Context: an optimization exercise on an open-source flow, tuned for small area. The choices shown serve that exercise and are no tape-out recipe. Function was checked by simulation only, so behaviour that the tests miss may differ from the original. No activity file was given, so power comes from the tool's default toggle rates.

==> flow/design.v (excerpt) <==
module ALU(
  input            clk,
  input      [7:0] A, B,
  input      [3:0] opcode,
  output reg [7:0] out
);
  wire op_div  = (opcode == 4'd3);
  wire op_cmp  = (opcode[3:2] == 2'b11) & (opcode[1:0] != 2'b00);
  reg [7:0] x;
  always @* begin
    case (opcode)
      4'd0, 4'd1, 4'd4,
      4'd13, 4'd14, 4'd15: x = 8'd1;
      4'd2, 4'd6:          x = B;
      4'd5:                x = out;
      4'd7:                x = 8'd2;
      default:             x = 8'd0;
    endcase
  end
  reg [3:0] t;       
  reg       use_acc, use_sr;
  always @* begin
    t = 4'b0000; use_acc = 1'b0; use_sr = 1'b0;
    case (opcode)
      4'd0:                t = 4'b1010;    
      4'd1, 4'd13,
      4'd14, 4'd15:        t = 4'b0101;    
      4'd3:                t = 4'b1100;    
      4'd4, 4'd6:          use_acc = 1'b1;
      4'd8:                use_sr = 1'b1;
      4'd9:                t = 4'b1000;    
      4'd10:               t = 4'b1110;    
      4'd11:               t = 4'b0110;    
      4'd12:               t = 4'b0111;    
      default:             t = 4'b0000;
    endcase
  end
  wire [7:0] asr = {1'b0, A[7:1]};
  reg  [7:0] c;
  integer i;
  always @* begin
    for (i = 0; i < 8; i = i + 1)
      c[i] = t[{A[i], B[i]}] | (use_acc & out[i]) | (use_sr & asr[i]);
  end
  wire [7:0] y    = op_div ? ~B : A;
  wire       cin0 = op_div | op_cmp | (opcode == 4'd1);
  wire [7:0] q;
  wire [7:0] rr [0:8];
  assign rr[8] = 8'd0;
  wire       cout0;
  genvar k, j;
  generate
    for (k = 7; k >= 0; k = k - 1) begin : g_row
      localparam integer W = 8 - k;
      wire [W-1:0] xx, ss;
      wire [W:0]   cc;
      if (W == 1) begin : g_x1
        assign xx = c[k];
      end else begin : g_xn
        assign xx = {rr[k+1][W-2:0], c[k]};
      end
      assign cc[0] = (k == 0) ? cin0 : op_div;
      for (j = 0; j < W; j = j + 1) begin : g_bit
        assign ss[j]   = xx[j] ^ y[j] ^ cc[j];
        assign cc[j+1] = y[j] ? (xx[j] | cc[j]) : (xx[j] & cc[j]);
      end
      wire hz;
      if (W == 8) begin : g8
        assign hz = 1'b1;
      end else begin : gn
        assign hz = ~|B[7:W];
      end
      wire sel = op_div ? (cc[W] & hz) : x[k];
      assign q[k] = sel;
      assign rr[k] = {{(8-W){1'b0}}, (sel ? ss : xx)};
      if (k == 0) begin : g_c0
        assign cout0 = cc[W];
      end
    end
  endgenerate
  wire eq = ~|rr[0];
  ...
Size: ~490 cells after synthesis, roughly 8 flip-flops, ~29 I/O pins.
Settings: LEC_CHECK=0, ABC_AREA=1, CAP_MARGIN=20, CORE_MARGIN=2, CORE_UTILIZATION=40, GPL_TIMING_DRIVEN=0, SLEW_MARGIN=20; clock period 15.0 ns.
standard.sh (not shown) runs the stock make flow with config.mk's settings and CLKGATE_MAP_FILE= SYNTH_SCRIPT=/design/flow/synth_recipe.tcl, a recipe that flattens the netlist after the stock synthesis.
==> flow/flow/run.sh <==
#!/bin/bash
# Own layout flow: the standard flow (standard.sh) with two changes:
#  - synthesis maps with an area-oriented ABC script (flow/abc.script),
#    otherwise the same as synth_recipe.tcl (same registers, flatten, renames);
#  - port buffers are sky130_fd_sc_hd__buf_1 instead of the resizer's default.
set -euo pipefail
here=$(pwd)
export MY_ABC_SCRIPT=$here/flow/abc.script
bash standard.sh "SYNTH_SCRIPT=$here/flow/synth.tcl" \
  "BUFFER_PORTS_ARGS=-buffer_cell sky130_fd_sc_hd__buf_1" finish > $here/flow.log 2>&1
==> flow/flow/abc.script <==
strash
dch
map -a
topo
stime -c
==> flow/flow/synth.tcl <==
proc synth {args} { yosys synth -nofsm -noshare {*}$args }
proc abc {args} {
  if {[info exists ::env(MY_ABC_SCRIPT)] && $::env(MY_ABC_SCRIPT) ne ""} {
    set i [lsearch -exact $args -script]
    if {$i >= 0} { set args [lreplace $args [expr {$i+1}] [expr {$i+1}] $::env(MY_ABC_SCRIPT)] }
  }
  yosys abc {*}$args
}
source $::env(SCRIPTS_DIR)/synth.tcl
# left out here: clear keep_hierarchy, flatten, clean up, hide names made inside functions, write 1_2_yosys.v
Next try:
==> flow/run.sh (new file) <==
#!/bin/bash
# synth_recipe.tcl (not shown) runs the flow's synth.tcl, then flattens the netlist and writes it again
# the make line also repeats each setting of config.mk as NAME=value (left out here)
make -C /OpenROAD-flow-scripts/flow DESIGN_CONFIG=/design/flow/config.mk WORK_HOME=/design/flow/orfs CLKGATE_MAP_FILE= SYNTH_SCRIPT=/design/flow/synth_recipe.tcl finish
--- a/flow/config.mk
+++ b/flow/config.mk
@@ -8 +7,0 @@
-export ABC_AREA = 1
@@ -12 +10,0 @@
-export GPL_TIMING_DRIVEN = 0
removed: flow/flow/run.sh
removed: flow/flow/abc.script
removed: flow/flow/synth.tcl
removed: flow/standard.sh
- The new run ran to the end with no violations
- global-route usage increases by 0.25 points
- combinational power increases by well over a third
- worst setup slack is better by 0.073 ns
- non-clock buffer count decreases by 40
Next try:
--- a/flow/config.mk
+++ b/flow/config.mk
@@ -7,0 +8 @@
+export ABC_AREA = 1
@@ -10,0 +12 @@
+export GPL_TIMING_DRIVEN = 0
The new run finished clean.
Final area drops by a quarter to a third.
Routed wire length shrinks by well over a third.
Via count came out lower by a quarter to a third.
Clock skew is about the same.
Worst hold slack gets worse by 0.13 ns.
Count of clock-buffer cells in the layout stays the same.
Next try:
==> flow/flow/run.sh (new file) <==
#!/bin/bash
# Own layout flow: the standard flow (standard.sh) with two changes:
#  - synthesis maps with an area-oriented ABC script (flow/abc.script),
#    otherwise the same as synth_recipe.tcl (same registers, flatten, renames);
#  - port buffers are sky130_fd_sc_hd__buf_1 instead of the resizer's default.
set -euo pipefail
here=$(pwd)
export MY_ABC_SCRIPT=$here/flow/abc.script
bash standard.sh "SYNTH_SCRIPT=$here/flow/synth.tcl" \
  "BUFFER_PORTS_ARGS=-buffer_cell sky130_fd_sc_hd__buf_1" finish > $here/flow.log 2>&1
==> flow/flow/abc.script (new file) <==
strash
balance
rewrite
refactor
balance
rewrite
rewrite -z
balance
refactor -z
rewrite -z
balance
dch
map -B 0.9
topo
stime -c
==> flow/flow/synth.tcl (new file) <==
proc synth {args} { yosys synth -nofsm -noshare {*}$args }
proc abc {args} {
  if {[info exists ::env(MY_ABC_SCRIPT)] && $::env(MY_ABC_SCRIPT) ne ""} {
    set i [lsearch -exact $args -script]
    if {$i >= 0} { set args [lreplace $args [expr {$i+1}] [expr {$i+1}] $::env(MY_ABC_SCRIPT)] }
  }
  yosys abc {*}$args
}
source $::env(SCRIPTS_DIR)/synth.tcl
# left out here: clear keep_hierarchy, flatten, clean up, hide names made inside functions, write 1_2_yosys.v
==> flow/standard.sh (new file) <==
#!/bin/bash
# synth_recipe.tcl (not shown) runs the flow's synth.tcl, then flattens the netlist and writes it again
# the make line also repeats each setting of config.mk as NAME=value (left out here)
make -C /OpenROAD-flow-scripts/flow DESIGN_CONFIG=/design/flow/config.mk WORK_HOME=/design/flow/orfs CLKGATE_MAP_FILE= SYNTH_SCRIPT=/design/flow/synth_recipe.tcl "${@:-finish}"
--- a/flow/config.mk
+++ b/flow/config.mk
@@ -11,0 +12 @@
+export CTS_BUF_LIST = sky130_fd_sc_hd__clkbuf_1 sky130_fd_sc_hd__clkbuf_2
removed: flow/run.sh
Worst setup slack got worse by 1.8 ns.
Global-route usage goes down by 0.77 points.
Count of clock-buffer cells in the layout does not change.
Via count went down by a few percent.
Power fell by a quarter to a third.
Synthesized cell count came out lower by a few percent.
Final area fell by about a fifth.
Routed wire length falls by about a fifth.
Die area came out lower by about a fifth.
Combinational power shrinks by a quarter to a third.
Next try:
==> flow/flow/abc.script (replaced) <==
strash
dch
map -B 0.9
topo
stime -c
--- a/flow/config.mk
+++ b/flow/config.mk
@@ -12 +11,0 @@
-export CTS_BUF_LIST = sky130_fd_sc_hd__clkbuf_1 sky130_fd_sc_hd__clkbuf_2
Utilization increases by 0.25 points.
Area after synthesis came out higher by 7.0%.
Final cell count rises by 5.3%.
Die area increases by 6.7%.
Power went up by 24%.
First-iteration DRC count fell by 4.8%.
Setup slack improves by 0.14 ns.
Count of clock-buffer cells in the layout does not change.
Clock power goes up by 100%.
Next try:
==> flow/run.sh (new file) <==
#!/bin/bash
# synth_recipe.tcl (not shown) runs the flow's synth.tcl, then flattens the netlist and writes it again
# the make line also repeats each setting of config.mk as NAME=value (left out here)
make -C /OpenROAD-flow-scripts/flow DESIGN_CONFIG=/design/flow/config.mk WORK_HOME=/design/flow/orfs CLKGATE_MAP_FILE= SYNTH_SCRIPT=/design/flow/synth_recipe.tcl finish
--- a/flow/config.mk
+++ b/flow/config.mk
@@ -12 +11,0 @@
-export GPL_TIMING_DRIVEN = 0
removed: flow/flow/run.sh
removed: flow/flow/abc.script
removed: flow/flow/synth.tcl
removed: flow/standard.sh
Outcome: Routed wire length came out higher by 9.6%. Critical path depth rose by 1. Non-clock buffer count went up by 1. Sequential power stays flat.

## v35
Another version of the RTL of ALU (not shown whole).
Size: ~410 cells after synthesis, roughly 8 flip-flops, about 29 I/O pins.
==> flow/design.v (excerpt) <==
module ALU(
  input            clk,
  input      [7:0] A, B,
  input      [3:0] opcode,
  output reg [7:0] out
);
  wire op_div  = (opcode == 4'd3);
  wire op_cmp  = (opcode[3:2] == 2'b11) & (opcode[1:0] != 2'b00);
  reg [7:0] x;
  always @* begin
    case (opcode)
      4'd0, 4'd1, 4'd4,
      4'd13, 4'd14, 4'd15: x = 8'd1;
      4'd2, 4'd6:          x = B;
      4'd5:                x = out;
      4'd7:                x = 8'd2;
      default:             x = 8'd0;
    endcase
  end
  reg [3:0] t;       
  reg       use_acc, use_sr;
  always @* begin
    t = 4'b0000; use_acc = 1'b0; use_sr = 1'b0;
    case (opcode)
      4'd0:                t = 4'b1010;    
      4'd1, 4'd13,
      4'd14, 4'd15:        t = 4'b0101;    
      4'd3:                t = 4'b1100;    
      4'd4, 4'd6:          use_acc = 1'b1;
      4'd8:                use_sr = 1'b1;
      4'd9:                t = 4'b1000;    
  ...
export LEC_CHECK = 0
export ABC_AREA = 1
export CAP_MARGIN = 20
export CORE_MARGIN = 2
export CORE_UTILIZATION = 60
export CTS_BUF_LIST = sky130_fd_sc_hd__clkbuf_1 sky130_fd_sc_hd__clkbuf_2
export GPL_TIMING_DRIVEN = 0
export SLEW_MARGIN = 20
create_clock -name core_clock -period 15.0 [get_ports {clk}]
==> flow/flow/run.sh <==
#!/bin/bash
# Own layout flow: the standard flow (standard.sh) with three changes:
#  - synthesis maps with an area-oriented ABC script (flow/abc.script),
#    otherwise the same as synth_recipe.tcl (same registers, flatten, renames);
#  - port buffers are sky130_fd_sc_hd__buf_1 instead of the resizer's default;
#  - setup repair only resizes gates and swaps pins (no buffering or cloning).
set -euo pipefail
here=$(pwd)
export MY_ABC_SCRIPT=$here/flow/abc.script
bash standard.sh "SYNTH_SCRIPT=$here/flow/synth.tcl" \
  "BUFFER_PORTS_ARGS=-buffer_cell sky130_fd_sc_hd__buf_1" \
  "SETUP_MOVE_SEQUENCE=unbuffer,sizeup,swap" finish > $here/flow.log 2>&1
==> flow/flow/abc.script <==
strash
dc2
dch
map -a
topo
stime -c
==> flow/flow/synth.tcl <==
proc synth {args} { yosys synth -nofsm -noshare {*}$args }
proc abc {args} {
  if {[info exists ::env(MY_ABC_SCRIPT)] && $::env(MY_ABC_SCRIPT) ne ""} {
    set i [lsearch -exact $args -script]
    if {$i >= 0} { set args [lreplace $args [expr {$i+1}] [expr {$i+1}] $::env(MY_ABC_SCRIPT)] }
  }
  yosys abc {*}$args
}
source $::env(SCRIPTS_DIR)/synth.tcl
# left out here: clear keep_hierarchy, flatten, clean up, hide names made inside functions, write 1_2_yosys.v
v35 finished all stages; layout check result: FAIL, due to setup timing.
For v46, these inputs were changed with respect to v35:
==> flow/flow/run.sh <==
#!/bin/bash
# Own layout flow: the standard flow (standard.sh) with two changes:
#  - synthesis maps with an area-oriented ABC script (flow/abc.script),
#    otherwise the same as synth_recipe.tcl (same registers, flatten, renames);
#  - port buffers are sky130_fd_sc_hd__buf_1 instead of the resizer's default.
set -euo pipefail
here=$(pwd)
export MY_ABC_SCRIPT=$here/flow/abc.script
bash standard.sh "SYNTH_SCRIPT=$here/flow/synth.tcl" \
  "BUFFER_PORTS_ARGS=-buffer_cell sky130_fd_sc_hd__buf_1" finish > $here/flow.log 2>&1
==> flow/flow/abc.script <==
strash
dc2
dch
map -B 0.7
topo
stime -c
## What came out
Both conditions hold for v46: the flow ran to the end and the final layout passed the timing, design-rule and antenna checks. v46: overall global routing resource usage is 4.9 points lower than what v35 reported. In terms of remaining antenna violation count, v35 and v46 differ only marginally. v35 has a higher clock skew than v46. On worst hold slack after final layout, v46 does worse than v35. Summary of v46 over v35: clock group share of total power grew by 1.4 points, post-route cell area shrank by 340 sq um. Cmp v46 vs v35: share of the clock period used by the worst path lower in v46. Cmp v46 and v35 / actual transition at the worst max-transition pin / lower: v46. Going from v35 to v46, first-pass detailed-route iteration total shrinks by 2. Count of placed standard cells in the final layout, fillers left out went up by more than 10% going from v35 to v46.
Changes in v43 relative to v46:
# v46
export LEC_CHECK = 0
export ABC_AREA = 1
export CAP_MARGIN = 20
export CORE_MARGIN = 2
export CORE_UTILIZATION = 60
export CTS_BUF_LIST = sky130_fd_sc_hd__clkbuf_1 sky130_fd_sc_hd__clkbuf_2
export GPL_TIMING_DRIVEN = 0
export SLEW_MARGIN = 20
create_clock -name core_clock -period 15.0 [get_ports {clk}]
# v43
export LEC_CHECK = 0
export ABC_AREA = 1
export CAP_MARGIN = 20
export CORE_MARGIN = 2
export CORE_UTILIZATION = 75
export CTS_BUF_LIST = sky130_fd_sc_hd__clkbuf_1 sky130_fd_sc_hd__clkbuf_2
export GPL_TIMING_DRIVEN = 0
export SLEW_MARGIN = 20
create_clock -name core_clock -period 15.0 [get_ports {clk}]
--- outcome ---
Proportion of power drawn by the clock network for v43 is higher than for v46. Lower area growth from synthesis to final layout among v46 and v43: v43. Cells: v43 has fewer instances than v46. Of v43 and v46, it is v43 that has the lower share of total power in sequential cells. Measured against v43, the initial detailed-routing violation count of v46 comes out at 0.65 times the reference value. v43: all stages complete, timing, DRC and antenna checks passed. v46 has lower combined global-route utilization of all metal layers than v43. On worst hold slack after final layout: v43 sits above v46. Diff v46 -> v43 | final critical-path setup slack | decrease of 0.074 ns. Against v46 as the reference, v43 delivers a higher post-route fraction of the period consumed by the critical path. Going from v46 to v43, wire length after detailed routing rose about 3%, met1 track demand over resource in global routing rose 6.4 points.
Here is what was changed in the inputs of v4 compared with v43.
# v43
export LEC_CHECK = 0
export ABC_AREA = 1
export CAP_MARGIN = 20
export CORE_MARGIN = 2
export CORE_UTILIZATION = 75
export CTS_BUF_LIST = sky130_fd_sc_hd__clkbuf_1 sky130_fd_sc_hd__clkbuf_2
export GPL_TIMING_DRIVEN = 0
export SLEW_MARGIN = 20
create_clock -name core_clock -period 15.0 [get_ports {clk}]
# v4
export LEC_CHECK = 0
export ABC_AREA = 1
export CAP_MARGIN = 20
export CORE_MARGIN = 2
export CORE_UTILIZATION = 40
export CTS_BUF_LIST = sky130_fd_sc_hd__clkbuf_1 sky130_fd_sc_hd__clkbuf_2
export GPL_TIMING_DRIVEN = 0
export SLEW_MARGIN = 20
create_clock -name core_clock -period 15.0 [get_ports {clk}]
## What came out
v4 completed end to end with timing, DRC and antenna clean.
Diff v43..v4 | number of sequential storage elements | unchanged
On via count, v4 does better than v43.
[v4] power spent charging and discharging nets fell 4.4 uW relative to v43
Post-CTS repair timing setup buffer count: v43 vs v4 — no meaningful difference
Looking at area of the core region, v4 sits 93% above v43.
Against v43, v4 comes in 0.82% lower on number of global-route vias before repair.
The run showing the greater power density relative to cell area is v43.
Total power of v4 is lower than that of v43.
In the final reports, the cell area of v4 is larger than that of v43.
Delta(worst hold slack, v4 - v43) < 0

[afterwards: timing with drivers on the ports]
The results above use ideal ports. As a check the final layouts listed here were re-extracted and re-timed, cells and wires unchanged. Step 1 (the two cells are an assumption about what drives the block):
set clk [get_ports {clk}]
set_driving_cell -lib_cell sky130_fd_sc_hd__clkbuf_16 $clk
set_driving_cell -lib_cell sky130_fd_sc_hd__buf_2 [delete_from_list [all_inputs] $clk]
Step 2 moves the port delays by t, midway between the first and last clock arrival at a register: inputs arrive t later, outputs are due t later. That takes back most of the time a late clock gives input paths. Slacks: ideal / step 1 / step 2; pairs: ideal / step 1.
run	t, ns	setup WS [ns]	clock arrival spread, ns	worst data-port slew with drivers (ns)
the first run of note 1	0.272	0.747 / 0.753 / 0.482	0.014 / 0.013	0.03
the second run of note 1	0.252	0.820 / 0.810 / 0.558	0.001 / 0.000	0.04
the third run of note 1	0.264	3.301 / 3.300 / 3.037	0.001 / 0.001	0.04
the fourth run of note 1	0.275	1.516 / 1.515 / 1.240	0.006 / 0.006	0.04
the fifth run of note 1	0.266	1.656 / 1.662 / 1.396	0.004 / 0.004	0.03
the sixth run of note 1	0.270	2.832 / 2.834 / 2.564	0.003 / 0.003	0.03
v35	0.268	-1.391 / -1.411 / -1.679	0.006 / 0.006	0.07
v46	0.260	1.352 / 1.350 / 1.091	0.002 / 0.001	0.03
v43	0.260	1.277 / 1.273 / 1.014	0.002 / 0.001	0.03
v4	0.248	1.531 / 1.528 / 1.280	0.010 / 0.010	0.03
For v35, which loses most, drivers alone change the setup slack by -0.020 ns; drivers and shift together by -0.288 ns.
